Source: an optimization exercise on an open RTL-to-GDS flow (aim: small area, a short achievable clock period and few clock cycles per item). Production flows keep margins and buffers that such runs may drop.
At most, simulation tests tie the RTL to the original design; equivalence was not proved.
The RTL of run 1 was laid out without a check of its function.

[design.v]
module UT_TOP (
    clk,
    rst_n,
    in_valid,
    in_time,
    out_valid,
    out_display,
    out_day
);
input        clk, rst_n, in_valid;
input [30:0] in_time;
output reg       out_valid;
output reg [3:0] out_display;
output reg [2:0] out_day;
reg [9:0]  R;      
reg [21:0] L;      
reg [10:0] R2;     
reg [7:0]  B;      
reg [3:0]  C2;     
reg [2:0]  W;      
reg        y20;    
reg        busy;
reg [4:0]  k;      
function ge11;       
    input [10:0] t;
    input [10:0] K;
    reg   [15:0] g, e;
    integer i, w;
    begin
        for (i = 0; i < 16; i = i + 1) begin
            g[i] = (i < 11) ? (t[i] & ~K[i]) : 1'b0;
            e[i] = (i < 11) ? ~(t[i] ^ K[i]) : 1'b1;
        end
        for (w = 1; w < 16; w = w * 2)
            for (i = 0; i < 16; i = i + 2 * w) begin
                g[i] = g[i + w] | (e[i + w] & g[i]);
                e[i] = e[i + w] & e[i];
            end
        ge11 = g[0] | e[0];
    end
endfunction
function ge24;       
    input [23:0] t;
    input [23:0] K;
    reg   [31:0] g, e;
    integer i, w;
    begin
        for (i = 0; i < 32; i = i + 1) begin
            g[i] = (i < 24) ? (t[i] & ~K[i]) : 1'b0;
            e[i] = (i < 24) ? ~(t[i] ^ K[i]) : 1'b1;
        end
        for (w = 1; w < 32; w = w * 2)
            for (i = 0; i < 32; i = i + 2 * w) begin
                g[i] = g[i + w] | (e[i + w] & g[i]);
                e[i] = e[i + w] & e[i];
            end
        ge24 = g[0] | e[0];
    end
endfunction
function [3:0] dd;
    input [3:0] d;      
    begin
        dd[0] = (~d[3] & ~d[2] & d[0]) | (d[2] & d[1] & ~d[0]) | (d[3] & ~d[0]);
        dd[1] = (~d[2] & d[1]) | (d[1] & d[0]) | (d[3] & ~d[0]);
        dd[2] = (d[2] & ~d[1] & ~d[0]) | (d[3] & d[0]);
        dd[3] = (d[2] & d[0]) | (d[2] & d[1]) | (d[3]);
    end
endfunction
function [3:0] inc10;
    input [3:0] d;      
    begin
        inc10[0] = (~d[0]);
        inc10[1] = (~d[3] & ~d[1] & d[0]) | (d[1] & ~d[0]);
        inc10[2] = (~d[2] & d[1] & d[0]) | (d[2] & ~d[1]) | (d[2] & ~d[0]);
        inc10[3] = (d[2] & d[1] & d[0]) | (d[3] & ~d[0]);
    end
endfunction
function [5:0] bq_lo;
    input [3:0] o;      
    input       a, b;
    begin
        bq_lo[0] = (b);
        bq_lo[1] = (~o[3] & ~o[2] & ~o[1] & a) | (~o[2] & o[1] & o[0] & ~a) | (o[2] & ~o[1] & ~o[0] & ~a) | (o[2] & o[1] & ~o[0] & a) | (o[3] & ~a) | (o[2] & ~o[1] & o[0] & a);
        bq_lo[2] = (o[2] & ~o[0] & ~a) | (o[2] & o[1] & ~o[0]) | (o[3] & ~o[0] & a) | (~o[2] & ~o[1] & o[0] & ~a) | (~o[3] & ~o[2] & o[0] & a);
        bq_lo[3] = (~o[2] & o[1] & ~o[0] & ~a) | (o[2] & ~o[1] & ~o[0] & a) | (o[2] & o[1] & o[0] & ~a) | (o[3] & o[0] & a);
        bq_lo[4] = (~o[2] & o[1] & a) | (~o[2] & o[1] & o[0]) | (o[2] & ~o[1] & ~o[0]) | (o[1] & o[0] & a) | (o[3]);
        bq_lo[5] = (o[2] & o[0]) | (o[2] & o[1]) | (o[3]);
    end
endfunction
function [3:0] bq_hi;
    input [3:0] t;      
    input [1:0] c;
    begin
        bq_hi[0] = (c[0]);
        bq_hi[1] = (~t[3] & ~t[2] & ~t[1] & c[1]) | (~t[2] & t[1] & t[0] & ~c[1]) | (t[2] & ~t[1] & ~t[0] & ~c[1]) | (t[2] & t[1] & ~t[0] & c[1]) | (t[3] & ~c[1]) | (t[2] & ~t[1] & t[0] & c[1]);
        bq_hi[2] = (t[2] & ~t[0] & ~c[1]) | (t[2] & t[1] & ~t[0]) | (t[3] & ~t[0] & c[1]) | (~t[2] & ~t[1] & t[0] & ~c[1]) | (~t[3] & ~t[2] & t[0] & c[1]);
        bq_hi[3] = (~t[2] & t[1] & ~t[0] & ~c[1]) | (t[2] & ~t[1] & ~t[0] & c[1]) | (t[2] & t[1] & t[0] & ~c[1]) | (t[3] & t[0] & c[1]);
    end
endfunction
function [2:0] w1;
    input [2:0] w;      
    input       a;
    begin
        w1[0] = (~w[2] & ~w[1] & ~a) | (~w[2] & w[1] & a) | (w[2] & ~w[1] & ~w[0] & a) | (w[2] & w[1] & ~a);
        w1[1] = (~w[2] & ~w[1] & ~w[0] & ~a) | (~w[2] & w[0] & a) | (w[1] & w[0]) | (w[2] & w[0] & ~a) | (w[2] & w[1] & a);
        w1[2] = (~w[2] & ~w[1] & a) | (w[2] & ~w[1] & ~w[0]) | (~w[1] & w[0] & ~a);
    end
endfunction
reg  pm0, pm1, h0, h1, n, mon;                
wire k1  = (k == 5'd1);
wire k8  = (k == 5'd8);
wire k9  = (k == 5'd9);
wire k10 = (k == 5'd10);
wire k11 = (k == 5'd11);
wire [4:0] kn = busy ? k + 5'd1 : 5'd1;       
always @(posedge clk) begin
    pm0 <= (kn <= 5'd8);                                      
    pm1 <= (kn <= 5'd7);                                      
    h0  <= (kn == 5'd9) || (kn == 5'd10);                     
    h1  <= (kn == 5'd8) || (kn == 5'd9) || (kn == 5'd10);     
    n   <= (kn >= 5'd11) && (kn <= 5'd13);                    
    mon <= (kn == 5'd10) || (kn == 5'd11);                    
end
function [10:0] rstep;
    input [10:0] t;
    input [10:0] kk;
    reg   [11:0] g, p;    
    reg   [11:0] b;       
    integer i, lvl, j;
    reg   [11:0] G, P;
    begin
        for (i = 0; i < 11; i = i + 1) begin
            g[i] = ~t[i] & kk[i];
            p[i] = ~(t[i] ^ kk[i]);
        end
        g[11] = 1'b0; p[11] = 1'b0;
        G = g; P = p;
        for (lvl = 1; lvl < 16; lvl = lvl * 2)
            for (i = 0; i < 11; i = i + 1)
                if ((i / lvl) % 2 == 1) begin
                    j = (i / lvl) * lvl - 1;
                    G[i] = G[i] | (P[i] & G[j]);
                    P[i] = P[i] & P[j];
                end
        b[0] = 1'b0;
        for (i = 1; i < 12; i = i + 1) b[i] = G[i - 1];
        rstep[10] = ~b[11];
        for (i = 0; i < 10; i = i + 1)
            rstep[i] = t[i] ^ (rstep[10] & (kk[i] ^ b[i]));
    end
endfunction
function [10:0] step;    
    input [10:0] t;
    input        m, h, n;
    begin
        step = rstep(t, ({11{m}} & 11'd675) | ({11{h}} & 11'd900) | ({11{n}} & 11'd960));
    end
endfunction
wire [10:0] s0 = step({R, L[21]}, pm0, h0, n);
wire [10:0] s1 = step({s0[9:0], L[20]}, pm1, h1, n);
wire        q0 = s0[10];
wire        q1 = s1[10];
function [11:0] rstep2;
    input [11:0] t;
    input [11:0] kk;
    reg   [12:0] g, p;    
    reg   [12:0] b;       
    integer i, lvl, j;
    reg   [12:0] G, P;
    begin
        for (i = 0; i < 12; i = i + 1) begin
            g[i] = ~t[i] & kk[i];
            p[i] = ~(t[i] ^ kk[i]);
        end
        g[12] = 1'b0; p[12] = 1'b0;
        G = g; P = p;
        for (lvl = 1; lvl < 16; lvl = lvl * 2)
            for (i = 0; i < 12; i = i + 1)
                if ((i / lvl) % 2 == 1) begin
                    j = (i / lvl) * lvl - 1;
                    G[i] = G[i] | (P[i] & G[j]);
                    P[i] = P[i] & P[j];
                end
        b[0] = 1'b0;
        for (i = 1; i < 13; i = i + 1) b[i] = G[i - 1];
        rstep2[11] = ~b[12];
        for (i = 0; i < 11; i = i + 1)
            rstep2[i] = t[i] ^ (rstep2[11] & (kk[i] ^ b[i]));
    end
endfunction
function [11:0] step2;   
    input [11:0] t;
    input        mo;
    begin
        step2 = rstep2(t, mo ? 12'd1958 : 12'd1461);
    end
endfunction
wire        b0  = k1 ? 1'b0 : (pm0 && !k9) ? L[0] : (k9 || k10);
wire        b1  = pm0 ? q0 : k9;
wire [10:0] r2i = k10 ? {R2[10:2], 2'b01} : R2;
wire [11:0] u0  = step2({r2i, b0}, mon);
wire [11:0] u1  = step2({u0[10:0], b1}, mon);
wire [5:0] blo = bq_lo(B[3:0], u0[11], u1[11]);
wire [7:0] bb3 = {bq_hi(B[7:4], blo[5:4]), blo[3:0]};
wire [2:0] wa = w1(W, q0);
wire [2:0] w2 = k8 ? wa : w1(wa, q1);
always @(posedge clk) begin
    if (!busy) begin
        R  <= {1'b0, in_time[30:22]};
        L  <= in_time[21:0];
        R2 <= 11'd1304;
        B  <= 8'h09;
        W  <= 3'd4;
    end else begin
        R[3:0]   <= s1[3:0];
        L[21:11] <= L[19:9];
        R2[5:0]  <= u1[5:0];
        if (pm0 || h0 || n) begin
            R[9:4]  <= s1[9:4];                   
            L[10:0] <= {L[8:0], q0, q1};          
        end
        B[7:4] <= bb3[7:4];                       
        if (pm0 || k9 || mon) begin
            R2[10:6] <= u1[10:6];                 
            if (!mon) B[3:0] <= bb3[3:0];
            else if (k10) B[3:0] <= yo;          
        end
        if (pm0) W <= w2;
        if (mon) C2 <= {C2[1:0], u0[11], u1[11]};
        if (k1) y20 <= ge24({R[8:0], L[21:7]}, 24'd7395975);
    end
end
always @(posedge clk or negedge rst_n) begin
    if (!rst_n)                 busy <= 1'b0;
    else if (in_valid)          busy <= 1'b1;
    else if (busy && k == 5'd21) busy <= 1'b0;
end
always @(posedge clk) k <= kn;
wire       jf  = ge11(R2, 11'd1224);
wire       yc  = jf && (B[3:0] == 4'd9);
wire [3:0] yt  = yc ? inc10(B[7:4]) : B[7:4];
wire [3:0] yo  = jf ? inc10(B[3:0]) : B[3:0];
function [4:0] mbcd;
    input [3:0] m;      
    begin
        mbcd[0] = (~m[0]);
        mbcd[1] = (~m[3] & ~m[1] & ~m[0]) | (~m[2] & m[1] & m[0]) | (m[3] & m[0]);
        mbcd[2] = (~m[3] & ~m[2] & m[0]) | (~m[3] & ~m[2] & m[1]) | (m[2] & ~m[1] & ~m[0]);
        mbcd[3] = (m[2] & ~m[1] & m[0]) | (m[2] & m[1] & ~m[0]);
        mbcd[4] = (m[2] & m[1] & m[0]) | (m[3] & ~m[1]);
    end
endfunction
wire [4:0] mb = mbcd(C2);
wire       mt = mb[4];
wire [3:0] mo = mb[3:0];
reg [5:0] fld;
always @(*) begin
    if (k[4:1] == 4'd7)      fld = {1'b0, R2[10:6]};    
    else if (k[4:1] == 4'd8) fld = {1'b0, L[10:6]};     
    else if (k[4:1] == 4'd9) fld = L[5:0];              
    else                     fld = R[9:4];              
end
wire [3:0] dA   = dd({1'b0, fld[5:3]});
wire [3:0] dB   = dd({dA[2:0], fld[2]});
wire [3:0] dC   = dd({dB[2:0], fld[1]});
wire [6:0] fb   = {dA[3], dB[3], dC[3], dC[2:0], fld[0]};
wire       dinc = (k[4:1] == 4'd7);                      
wire [3:0] fo   = dinc ? inc10(fb[3:0]) : fb[3:0];
wire       tp1  = dinc && (fb[3:0] == 4'd9);            
wire [2:0] ft   = !tp1 ? fb[6:4] : (fb[5:4] == 2'd0) ? 3'd1 : (fb[5:4] == 2'd1) ? 3'd2 : 3'd3;
reg [3:0] digit;
always @(*) begin
    case (k)
        5'd8:    digit = y20 ? 4'd2 : 4'd1;
        5'd9:    digit = y20 ? 4'd0 : 4'd9;
        5'd10:   digit = yt;
        5'd11:   digit = B[3:0];
        5'd12:   digit = {3'b000, mt};
        5'd13:   digit = mo;
        default: digit = k[0] ? fo : {1'b0, ft};
    endcase
end
wire [2:0] wday   = k8 ? w2 : W;
wire       outing = busy && (k >= 5'd8);
always @(posedge clk or negedge rst_n) begin
    if (!rst_n) begin
        out_valid   <= 1'b0;
        out_display <= 4'd0;
        out_day     <= 3'd0;
    end else if (outing) begin
        out_valid   <= 1'b1;
        out_display <= digit;
        out_day     <= wday;
    end else begin
        out_valid   <= 1'b0;
        out_display <= 4'd0;
        out_day     <= 3'd0;
    end
end
endmodule
[flow/run.sh]
#!/bin/bash
# The standard layout, with timing repair aiming at 11.1 ns of setup slack
# instead of 0, and the port buffers made with buf_1 cells; the clock and the
# constraints stay the design's.
set -o pipefail
bash standard.sh SETUP_SLACK_MARGIN=11.1 "BUFFER_PORTS_ARGS=-buffer_cell sky130_fd_sc_hd__buf_1" finish > standard.log 2>&1
[standard.sh]
#!/bin/bash
# synth_recipe.tcl (not shown) runs the flow's synth.tcl, then flattens the netlist and writes it again
# the make line also repeats each setting of config.mk as NAME=value (left out here)
make -C /OpenROAD-flow-scripts/flow DESIGN_CONFIG=/design/flow/config.mk WORK_HOME=/design/flow/orfs CLKGATE_MAP_FILE= SYNTH_SCRIPT=/design/flow/synth_recipe.tcl "${@:-finish}"
[config.mk]
export PLATFORM = sky130hd
export DESIGN_NAME = UT_TOP
export DESIGN_NICKNAME = UT_TOP
export VERILOG_FILES = /design/flow/design.v
export SDC_FILE = /design/flow/constraint.sdc
export NUM_CORES = 4
export LEC_CHECK = 0
export ABC_AREA = 1
export CAP_MARGIN = 20
export CORE_MARGIN = 2
export CORE_UTILIZATION = 40
export SLEW_MARGIN = 20
[constraint.sdc]
create_clock -name core_clock -period 15.0 [get_ports {clk}]
set_input_delay 3.0000 -clock core_clock [delete_from_list [all_inputs] [get_ports {clk}]]
set_output_delay 3.0000 -clock core_clock [all_outputs]
set_load 0.01 [all_outputs]
==> results of run 1 <==
logic make-up after synthesis:
logic type	Yosys count
compound gates	150
xor+xnor	23
simple gates	456
buf+inv	160
flops	79
fa+ha+maj	23
Yosys cell counts (4+ instances only):
| cell type | n | area share (%) |
|---|---|---|
| nor2_2 | 7 | 0.75 |
| inv_2 | 9 | 0.58 |
| o21ai_0 | 43 | 3.7 |
| o21bai_1 | 6 | 0.77 |
| dfrtp_1 | 9 | 3.8 |
| nand4_1 | 10 | 1.1 |
| clkbuf_1 | 12 | 0.77 |
| ha_1 | 23 | 4.9 |
| nand2_1 | 241 | 15 |
| o21ai_1 | 11 | 0.94 |
| o211ai_1 | 7 | 0.90 |
| nor2_1 | 75 | 4.8 |
| dfxtp_1 | 49 | 17 |
| xnor2_1 | 5 | 0.75 |
| o22ai_1 | 4 | 0.43 |
| nand3_1 | 82 | 7.0 |
| a21oi_1 | 46 | 3.9 |
| inv_1 | 133 | 8.5 |
| xor2_1 | 18 | 2.7 |
| a31oi_1 | 7 | 0.75 |
| edfxtp_1 | 21 | 11 |
| nand2_2 | 9 | 0.96 |
| nor3_1 | 14 | 1.2 |
through the flow:
| stage | worst slack (ns) | cell area, um2 | utilization, % | std cells |
|---|---|---|---|---|
| final | 11.15 | 6998 | 48.52 | 1159 |
| after CTS | 11.10 | 6680 | 46.31 | 1132 |
| after detailed placement | 10.40 | 6187 | 42.90 | 1102 |
| after floorplan | 11.13 | 5867 | - | 891 |
| after global routing | 11.02 | 6998 | 48.52 | 1159 |
| after global placement | 10.51 | 6187 | 42.90 | 1102 |
placed cells by master (no fill, tap or decap), types with 5 or more instances in the layout:
cell type,Yosys,final
a21oi_1,46,45
a31oi_1,7,7
buf_1,0,41
buf_4,1,41
clkbuf_16,0,9
dfrtp_1,9,9
dfxtp_1,49,43
edfxtp_1,21,21
ha_1,23,21
inv_1,133,129
inv_2,9,8
nand2_1,241,233
nand2_2,9,14
nand2_4,2,5
nand3_1,82,79
nand3_2,3,5
nand4_1,10,10
nor2_1,75,71
nor2_2,7,8
nor3_1,14,14
o211ai_1,7,7
o21ai_0,43,41
o21ai_1,11,13
o21bai_1,6,6
xnor2_1,5,5
xor2_1,18,14
flip-flops by register name, summed over array words and instances (netlist names), 3 cells and up, named ones only:
name         count
R               10
k                5
L               22
R2              11
B                6
out_display      4
C2               4
W                3
out_day          3
how the worst max path moves through the flow:
stage | startpoint | slack, ns | cells past startpoint | endpoint
2_1_floorplan | n | 11.13 | 26 | R[7]
3_3_place_gp | pm0 | 10.51 | 25 | R[7]
3_5_place_dp | k[0] | 10.40 | 27 | R2[1]
4_1_cts | n | 11.10 | 26 | R[7]
5_1_grt | h0 | 11.02 | 25 | R[7]
6_report | out_valid | 11.15 | 1 | out_valid
per-layer routing:
layer | vias up | GRT usage (%) | part of all wire (%)
li1 | 3075 | - | -
met1 | 2596 | 28.11 | 48
met2 | 133 | 32.66 | 46
met3 | 25 | 3.766 | 4.2
met4 | 0 | 5.621 | 2.0
met5 | - | 0 | 0
layout make-up:
cell class                 count  area, um2
clock buffer                   9      225.2
multi-input combinational    653       3573
clock inverter                 7      60.06
fill                        1473       7426
tap                          184      230.2
timing repair buffer          84      501.7
sequential                    79       1854
inverter                     143      553.0
repair_timing:
| item | CTS | global route |
|---|---|---|
| pin swaps | 11 | 26 |
| gates resized for setup | 27 | 24 |
| setup buffers | 14 | 26 |
| cloned | 0 | 1 |
| setup endpoints to repair | 27 | 26 |
==> flow_metrics.py, run 1 <==
metrics = {
    "worst_setup_path": {
        "slowest_delay_ns": 0.37,
        "reg2reg_slack_ns": 11.25,
        "path_delay_family": "flip-flops",
        "critPathCaptureType": "output pin",
        "cpMaxStageDelayCell": "dfrtp_1",
        "start_kind": "register",
        "worstPathMaxFanout": 1,
        "r2r.worst_path.cells": 26,
        "r2r-start": "h0",
        "crit_chain": "buf_1",
        "crit_arrival_ns": 0.85,
        "cp.required_ns": 12.00,
        "worst-path-buf-inv": 1,
        "critical_path_class": "register to output pin",
        "regToRegEndpoint": "R[7]",
    },
    "outcome": {
        "status": "complete, no violations",
    },
    "run": {
        "drv_cap": 0,
    },
    "floorplan": {
        "die_area_um2": 15610,
        "rows": 44,
        "start_util_pct": 40.56,
        "core_um2": 14420,
        "io_pins": 42,
        "die_h_um": 124.9,
        "die_w_um": 124.9,
    },
    "clocking": {
        "cts.reportedPaths.clkPinSlew_ns": 0.07,
        "clockBufferDepth": 2,
        "h-tree-depth": 3,
        "cts_root_buf": "clkbuf_16",
        "clk_latency_ns": 0.35,
        "cts.sinks": 79,
        "cts_buffers": 9,
        "cts_tree": "done",
        "holdBufCountCts": 0,
    },
    "logic_synthesis": {
        "synthesis.area_um2": 5851,
        "muxShareOfSynthArea_pct": 0,
        "ys.flop_type": "dfxtp_1",
        "ys_types": 50,
        "synthSimpleGateAreaFrac_pct": 34.45,
        "synth_async_sr_flop_share_pct": 11.39,
        "synth_top_family_by_area": "simple AND/OR/NAND/NOR gates",
        "synthAdderAreaFrac_pct": 4.919,
        "synthCells": 891,
        "synth-xor-area-share_pct": 3.443,
        "ys_warn_count": 1,
        "ys_ff_latch": 79,
        "synth.avg_cell_area_um2": 6.566,
        "synth_edf_count": 21,
        "synth_compound_area_share_pct": 15.16,
        "seq_area_frac_synth_pct": 31.39,
    },
    "min_path": {
        "worstHoldPathType": "register to register",
        "hold_depth": 2,
        "min_to": "L[19]",
        "hp-start": "L[17]",
    },
    "sta": {
        "holdWs_ns": 0.4552,
        "final-max-slew-violation-count": 0,
        "setup_viol": 0,
        "worstMarginPinSlew_ns": 0.8224,
        "max_freq_ghz": 0.2600,
        "period_share_pct": 25.64,
        "maxSlewHeadroom_pct": 44.75,
        "setup_tns_ns": 0,
        "hold_viol": 0,
        "grt_setup_unrepaired": "yes",
        "fin_skew_ns": 0.008986,
        "period_needed_ns": 3.846,
    },
    "global_routing": {
        "grt_pass1_wl_mm": 25.82,
        "grt_max_degree": 53,
        "grt_pass1_vias": 5250,
        "antenna_found_initial": 0,
        "grt.overflow.total": 0,
        "grt_usage_pct": 20.29,
    },
    "place": {
        "dp_hpwl_mm": 11.53,
        "gp_congestion": 0.9094,
        "port_buffers": 41,
    },
    "route": {
        "dr_total_vias": 5829,
        "wl_per_cell_um": 13.78,
        "dr.pass1.iters": 5,
        "post_drt_via_cell_ratio": 5.029,
        "drt_iter0_drc": 408,
        "drc": 0,
        "ant_nets": 0,
        "routed_wl_mm": 15.97,
    },
    "cells_and_area": {
        "num-nets-final": 1027,
        "drive_above_1_share_pct": 14.15,
        "antenna_cells": 0,
        "synthToLayoutAreaGrowth_pct": 19.61,
    },
}
==> run 2, diff against run 1 <==
--- a/design.v
+++ b/design.v
@@ -21,2 +21,3 @@
 reg        y20;    
+reg        jf;     
 reg        busy;
@@ -225,3 +226,2 @@
             if (!mon) B[3:0] <= bb3[3:0];
-            else if (k10) B[3:0] <= yo;          
         end
@@ -230,2 +230,3 @@
         if (k1) y20 <= ge24({R[8:0], L[21:7]}, 24'd7395975);
+        jf <= ge11(R2, 11'd1224);                 
     end
@@ -238,6 +239,6 @@
 always @(posedge clk) k <= kn;
-wire       jf  = ge11(R2, 11'd1224);
-wire       yc  = jf && (B[3:0] == 4'd9);
+wire       jfc = k10 ? ge11(R2, 11'd1224) : jf;
+wire       yc  = jfc && (B[3:0] == 4'd9);
 wire [3:0] yt  = yc ? inc10(B[7:4]) : B[7:4];
-wire [3:0] yo  = jf ? inc10(B[3:0]) : B[3:0];
+wire [3:0] yo  = jfc ? inc10(B[3:0]) : B[3:0];
 function [4:0] mbcd;
@@ -276,3 +277,3 @@
         5'd10:   digit = yt;
-        5'd11:   digit = B[3:0];
+        5'd11:   digit = yo;
         5'd12:   digit = {3'b000, mt};
==> flow/run.sh (replaced) <==
#!/bin/bash
# The standard layout, with timing repair aiming at 11.1 ns of setup slack
# instead of 0, and the port buffers made with buf_1 cells, without the buffers that synthesis put in; the clock and the
# constraints stay the design's.
set -o pipefail
bash standard.sh SETUP_SLACK_MARGIN=11.1 "BUFFER_PORTS_ARGS=-buffer_cell sky130_fd_sc_hd__buf_1" REMOVE_ABC_BUFFERS=1 finish > standard.log 2>&1
--- a/config.mk
+++ b/config.mk
@@ -11,2 +11,4 @@
 export CORE_UTILIZATION = 40
+export CTS_BUF_LIST = sky130_fd_sc_hd__clkbuf_8
+export PLACE_DENSITY = 0.8
 export SLEW_MARGIN = 20
==> flow_metrics.py, run 2 <==
metrics = {
    "logic_synthesis": {
        "synth_async_sr_flop_share_pct": 11.25,
        "yosys.cell_count.top_type": "nand2_1",
        "synth_edf_count": 22,
        "ys_ff_latch": 80,
        "synth.area.top_cells": "dfxtp_1 17%, nand2_1 16%, edfxtp_1 11%",
        "seq_area_frac_synth_pct": 31.79,
        "ys.flop_type": "dfxtp_1",
        "synth_common_cells": "244 x nand2_1, 123 x inv_1, 77 x nor2_1",
        "ys_types": 54,
        "ys_warn_count": 1,
        "synthCells": 885,
        "synth.avg_cell_area_um2": 6.636,
        "synth_top_area_share_pct": 16.70,
        "synthesis.area_um2": 5873,
        "yosysTopAreaCell": "dfxtp_1",
    },
    "route": {
        "dr_total_vias": 6038,
        "post_drt_via_cell_ratio": 5.283,
        "wl_per_cell_um": 13.51,
        "drc": 0,
        "routed_wl_mm": 15.45,
        "dr.pass1.iters": 6,
        "ant_nets": 0,
        "drt_iter0_drc": 477,
    },
    "sta": {
        "final-max-slew-violation-count": 0,
        "fin_skew_ns": 0.006872,
        "maxSlewHeadroom_pct": 39.25,
        "setup_tns_ns": 0,
        "hold_viol": 0,
        "grt_setup_unrepaired": "yes",
        "period_needed_ns": 3.935,
        "worstMarginPinSlew_ns": 0.9113,
        "setup_viol": 0,
        "max_freq_ghz": 0.2541,
        "period_share_pct": 26.24,
    },
    "clocking": {
        "cts.reportedPaths.clkPinSlew_ns": 0.07,
        "cts_root_buf": "clkbuf_8",
        "clk_latency_ns": 0.36,
        "cts_buffers": 9,
        "cts.sinks": 80,
        "clockBufferDepth": 2,
        "h-tree-depth": 3,
        "cts_tree": "done",
    },
    "min_path": {
        "min_to": "L[20]",
        "hold_depth": 2,
        "hp-start": "L[18]",
        "worstHoldPathType": "register to register",
    },
    "worst_setup_path": {
        "reg2reg_slack_ns": 11.06,
        "cpMaxStageDelayCell": "dfxtp_4",
        "crit_cells": 22,
        "cp.required_ns": 15.11,
        "crit_arrival_ns": 4.05,
        "critPathCaptureType": "register",
        "slowest_delay_ns": 0.36,
        "regToRegEndpoint": "R[6]",
        "cp_common_cell": "nand2_1",
        "r2r.worst_path.cells": 22,
        "worst-path-buf-inv": 6,
        "worstPathMaxFanout": 6,
        "start_kind": "register",
        "r2r-start": "h0",
        "path_delay_family": "simple AND/OR/NAND/NOR gates",
        "crit_chain": "nor2_4, inv_2, nor2_4, inv_4, ha_1, nand2_1, inv_1, o21ai_2, nand2_4, inv_6, nand3_4, xor2_2, ha_1, buf_6, a211oi_2, nand2_1, nand2_2, nand2_4, buf_4, nor3_1, nand3b_1, nand2_1",
        "critical_path_class": "register to register",
    },
    "floorplan": {
        "core_um2": 14420,
        "rows": 44,
        "die_w_um": 125.2,
        "start_util_pct": 40.72,
        "io_pins": 42,
        "die_area_um2": 15670,
        "die_h_um": 125.2,
    },
    "cells_and_area": {
        "regMostFlops": "L",
        "reg_top3": "L x22, R2 x11, R x10",
        "nFillCells": 1422,
        "largest_reg_flops": 22,
        "final_common_cell": "nand2_1",
        "fin_area_um2": 6859,
        "num-nets-final": 1011,
        "final_cell_mix": "239 x nand2_1, 123 x inv_1, 73 x nor2_1",
        "synthToLayoutAreaGrowth_pct": 16.79,
        "drive_above_1_share_pct": 13.35,
        "antenna_cells": 0,
    },
    "place": {
        "port_buffers": 41,
        "dp_hpwl_mm": 10.93,
        "gp_congestion": 0.8823,
        "dpl-instance-area_um2": 6198,
    },
    "global_routing": {
        "antenna_found_initial": 0,
        "grt_pass1_wl_mm": 24.45,
        "grt_max_degree": 50,
        "grt_usage_pct": 18.58,
        "grt_pass1_vias": 5435,
        "grt.overflow.total": 0,
    },
    "run": {
        "drv_cap": 0,
    },
    "outcome": {
        "status": "complete, no violations",
    },
}
[run 2: changes by cell type after synthesis, moves of 4 or more]
cell	delta
nand2_2	+4
inv_1	-10
nor2_2	-4
o21ai_0	+20
a21oi_1	-11
o21ai_1	-5
nand3_1	-7
[run 2: how the worst max path moves through the flow]
stage	startpoint	to	slack (ns)
2_1_floorplan	n	R[7]	11.11
3_3_place_gp	n	R[7]	10.71
3_5_place_dp	n	R[7]	10.52
4_1_cts	n	R[7]	11.10
5_1_grt	h0	R[6]	10.93
6_report	h0	R[6]	11.06
[run 2: kinds of logic after synthesis]
logic type,synth area share [%]
flops,31.79
simple gates,34.30
buf+inv,9.757
fa+ha+maj,4.900
compound gates,15.42
xor+xnor,3.835
[run 2: worst min-delay path, cell delays in order (launching register included)]
cell     delay, ns
dfxtp_1       0.31
nand2_1       0.06
nand2_1       0.05
[run 2: per-stage QoR]
step	std cells	util, %	hold slack, ns	setup WS, ns
finish	1143	47.55	0.4542	11.06
global route	1143	47.55	0.4829	10.93
CTS	1119	45.18	0.4576	11.10
detailed placement	1097	42.97	0.4411	10.52
global placement	1097	42.97	0.4401	10.71
floorplan	870	-	0.4254	11.11
[run 2: final cells by class]
class	instances	area, um2	share of cell area (%)
multi-input combinational	658	3635	52.99
sequential	80	1884	27.47
inverter	133	515.5	7.515
timing repair buffer	72	402.9	5.874
tap	184	230.2	3.356
clock buffer	10	137.6	2.007
clock inverter	6	53.80	0.7844
[run 2: per-layer routing]
| layer | vias up | wire length (um) | GRT usage (%) |
|---|---|---|---|
| met5 | - | 0 | 0 |
| met3 | 22 | 812 | 2.097 |
| met1 | 2772 | 6657 | 24.09 |
| met4 | 0 | 302 | 6.340 |
| li1 | 3037 | - | - |
| met2 | 207 | 7674 | 32.23 |
[run 2: what timing repair did]
| action | 4_1_cts | 5_1_grt |
|---|---|---|
| hold buffers | 0 | 0 |
| setup buffers | 6 | 23 |
| pin swaps | 4 | 18 |
| endpoints found under the hold margin | 0 | 0 |
| endpoints found under the setup margin | 27 | 27 |
| gates cloned | 0 | 1 |
| gates resized for setup | 21 | 39 |
Testbench counts of run 2, summed over its fixed seeds: cycles 55,200, items 2,400.
==> run 3, diff against run 2 <==
==> run.sh (new file) <==
#!/bin/bash
# synth_recipe.tcl (not shown) runs the flow's synth.tcl, then flattens the netlist and writes it again
# the make line also repeats each setting of config.mk as NAME=value (left out here)
make -C /OpenROAD-flow-scripts/flow DESIGN_CONFIG=/design/flow/config.mk WORK_HOME=/design/flow/orfs CLKGATE_MAP_FILE= SYNTH_SCRIPT=/design/flow/synth_recipe.tcl finish
--- a/config.mk
+++ b/config.mk
@@ -13,2 +13,3 @@
 export PLACE_DENSITY = 0.8
+export SETUP_SLACK_MARGIN = 5
 export SLEW_MARGIN = 20
removed: flow/run.sh
removed: standard.sh
==> flow_metrics.py, run 3 <==
metrics = {
    "route": {
        "ant_nets": 0,
        "post_drt_via_cell_ratio": 5.125,
        "dr.pass1.iters": 5,
        "dr_total_vias": 5704,
        "routed_wl_mm": 14.06,
        "drt_iter0_drc": 356,
        "drc": 0,
        "wl_per_cell_um": 12.63,
    },
    "logic_synthesis": {
        "ys_warn_count": 1,
        "ys_ff_latch": 80,
        "yosysTopAreaCell": "dfxtp_1",
        "synth_async_sr_flop_share_pct": 11.25,
        "ys.flop_type": "dfxtp_1",
        "synth.area.top_cells": "dfxtp_1 17%, nand2_1 16%, edfxtp_1 11%",
        "synth_top_area_share_pct": 16.70,
        "synth_edf_count": 22,
        "ys_types": 54,
        "seq_area_frac_synth_pct": 31.79,
        "synth_common_cells": "244 x nand2_1, 123 x inv_1, 77 x nor2_1",
        "synth.avg_cell_area_um2": 6.636,
        "synthCells": 885,
        "yosys.cell_count.top_type": "nand2_1",
        "synthesis.area_um2": 5873,
    },
    "clocking": {
        "holdBufCountCts": 0,
        "h-tree-depth": 3,
        "cts_tree": "done",
        "post_cts_resized": 0,
        "cts.reportedPaths.clkPinSlew_ns": 0.09,
        "clockBufferDepth": 2,
        "cts.sinks": 80,
        "cts_buffers": 9,
        "clk_latency_ns": 0.37,
        "post-cts-setup-buffer-count": 0,
        "cts_root_buf": "clkbuf_8",
    },
    "cells_and_area": {
        "drive_above_1_share_pct": 7.212,
        "largest_reg_flops": 22,
        "fin_area_um2": 6656,
        "fin_util_pct": 46.15,
        "synthToLayoutAreaGrowth_pct": 13.34,
        "multi_input_area_um2": 3433,
        "antenna_cells": 0,
        "regArea_um2": 1867,
        "final_common_cell": "nand2_1",
        "reg_top3": "L x22, R2 x11, R x10",
        "regMostFlops": "L",
        "final_cell_mix": "244 x nand2_1, 123 x inv_1, 77 x nor2_1",
        "nFillCells": 1487,
        "num-nets-final": 981,
    },
    "floorplan": {
        "rows": 44,
        "die_w_um": 125.2,
        "start_util_pct": 40.72,
        "core_um2": 14420,
        "die_area_um2": 15670,
        "die_h_um": 125.2,
        "io_pins": 42,
    },
    "sta": {
        "worstMarginPinSlew_ns": 0.7292,
        "grt_setup_unrepaired": "no",
        "setup_ws_ns": 10.49,
        "period_share_pct": 30.09,
        "holdWs_ns": 0.4579,
        "max_freq_ghz": 0.2216,
        "period_needed_ns": 4.513,
        "setup_tns_ns": 0,
        "final-max-slew-violation-count": 0,
        "setup_viol": 0,
        "hold_viol": 0,
        "fin_skew_ns": 0.01434,
        "maxSlewHeadroom_pct": 50.13,
    },
    "place": {
        "dpl-instance-area_um2": 6455,
        "port_buffers": 41,
        "dp_hpwl_mm": 10.73,
        "gp_congestion": 0.9168,
        "pre_cts_ws_ns": 10.61,
    },
    "global_routing": {
        "busiest_layer": "met2",
        "grt_usage_pct": 18.53,
        "grt.overflow.total": 0,
        "grt_pass1_wl_mm": 24.24,
        "gr-usage-met3_pct": 2.739,
        "grt_max_degree": 51,
        "antenna_found_initial": 0,
        "grt_pass1_vias": 5326,
        "grt.met1_usage_pct": 25.44,
        "grt_util_met2_pct": 30.05,
    },
    "outcome": {
        "status": "complete, no violations",
    },
    "worst_setup_path": {
        "critical_path_class": "register to register",
        "start_kind": "register",
        "cp.required_ns": 15.13,
        "crit_arrival_ns": 4.64,
        "worstPathMaxFanout": 10,
        "critPathCaptureType": "register",
    },
    "min_path": {
        "worstHoldPathType": "register to register",
    },
    "run": {
        "drv_cap": 0,
    },
}
==> run 3: worst max-delay path, stage by stage (launching register included) <==
cell	delay, ns
dfxtp_1	0.38
nor2_1	0.18
inv_1	0.08
nor2_1	0.20
inv_1	0.15
ha_1	0.31
nand2_1	0.06
inv_1	0.03
o21ai_0	0.50
nand3_1	0.31
xor2_1	0.28
ha_1	0.27
a31o_2	0.27
nand3_1	0.08
nand2_1	0.09
nand2_1	0.09
nand2_1	0.09
nand2_1	0.11
nand2_2	0.13
inv_2	0.18
nand3_1	0.11
or2_1	0.21
nand3_1	0.06
nand2_1	0.05
==> run 3: layout make-up <==
| class | count | area share (%) |
|---|---|---|
| multi-input cells | 657 | 51.58 |
| flip-flops and latches | 80 | 28.05 |
| inverters | 133 | 7.500 |
| repair buffers | 43 | 6.391 |
| well taps | 184 | 3.459 |
| clock buffers | 9 | 1.861 |
| clock inverters | 7 | 1.165 |
==> run 3: metrics by stage <==
stage	std cells
finish	1113
global route	1113
CTS	1113
detailed placement	1097
global placement	1097
floorplan	885
==> run 3: path summary, 6_finish.rpt <==
kind                       startpoint  cells past startpoint  slack, ns        endpoint
max reg2reg                         n                     23      10.49            R[7]
min reg2reg                     L[11]                      2       0.46           L[13]
max                                 n                     23      10.49            R[7]
min                             L[11]                      2       0.46           L[13]
max in group asynchronous       rst_n                      1      11.81  out_display[1]
min in group asynchronous       rst_n                      1       2.91       out_valid
==> run 3: cells by family (layout without fill, tap and decap cells) <==
| group | Yosys count | in the layout | share of synthesized area, % |
|---|---|---|---|
| AO/OA/AOI/OAI | 152 | 152 | 15.42 |
| AND/OR/NAND/NOR | 458 | 458 | 34.30 |
| buffers and inverters | 148 | 192 | 9.757 |
| flip-flops | 80 | 80 | 31.79 |
| adder cells (fa/ha/maj) | 23 | 23 | 4.900 |
| XOR/XNOR | 24 | 24 | 3.835 |
==> run 3: layer usage <==
| layer | share of wire (%) | up-vias |
|---|---|---|
| met2 | 45 | 154 |
| met5 | 0 | - |
| met4 | 1.9 | 0 |
| met1 | 48 | 2538 |
| li1 | - | 2988 |
| met3 | 5.3 | 24 |

## port drivers added, routing unchanged
How much do the figures lean on ideal ports? The routed layouts below were timed once more, with nothing changed but the port constraints. Step 1 (the two cells are an assumption about what drives the block):
set clk [get_ports {clk}]
set_driving_cell -lib_cell sky130_fd_sc_hd__clkbuf_16 $clk
set_driving_cell -lib_cell sky130_fd_sc_hd__buf_2 [delete_from_list [all_inputs] $clk]
Step 2 times the ports against the registers' clock, not the clock port: input delays grow and output delays shrink by t, the midpoint of the rising clock arrivals with the driver on. a / b / c = no drivers / after step 1 / after step 2; a / b = the first two.
run | t (ns) | setup WS [ns] | worst hold slack (ns) | latest minus earliest clock arrival (ns)
run 1 | 0.388 | 11.154 / 11.110 / 11.252 | 0.455 / 0.455 / 0.455 | 0.009 / 0.009
run 2 | 0.392 | 11.065 / 11.065 / 11.065 | 0.454 / 0.454 / 0.454 | 0.006 / 0.007
run 3 | 0.400 | 10.487 / 10.487 / 10.487 | 0.458 / 0.458 / 0.458 | 0.014 / 0.015
After both steps setup and hold are still met in every run listed.
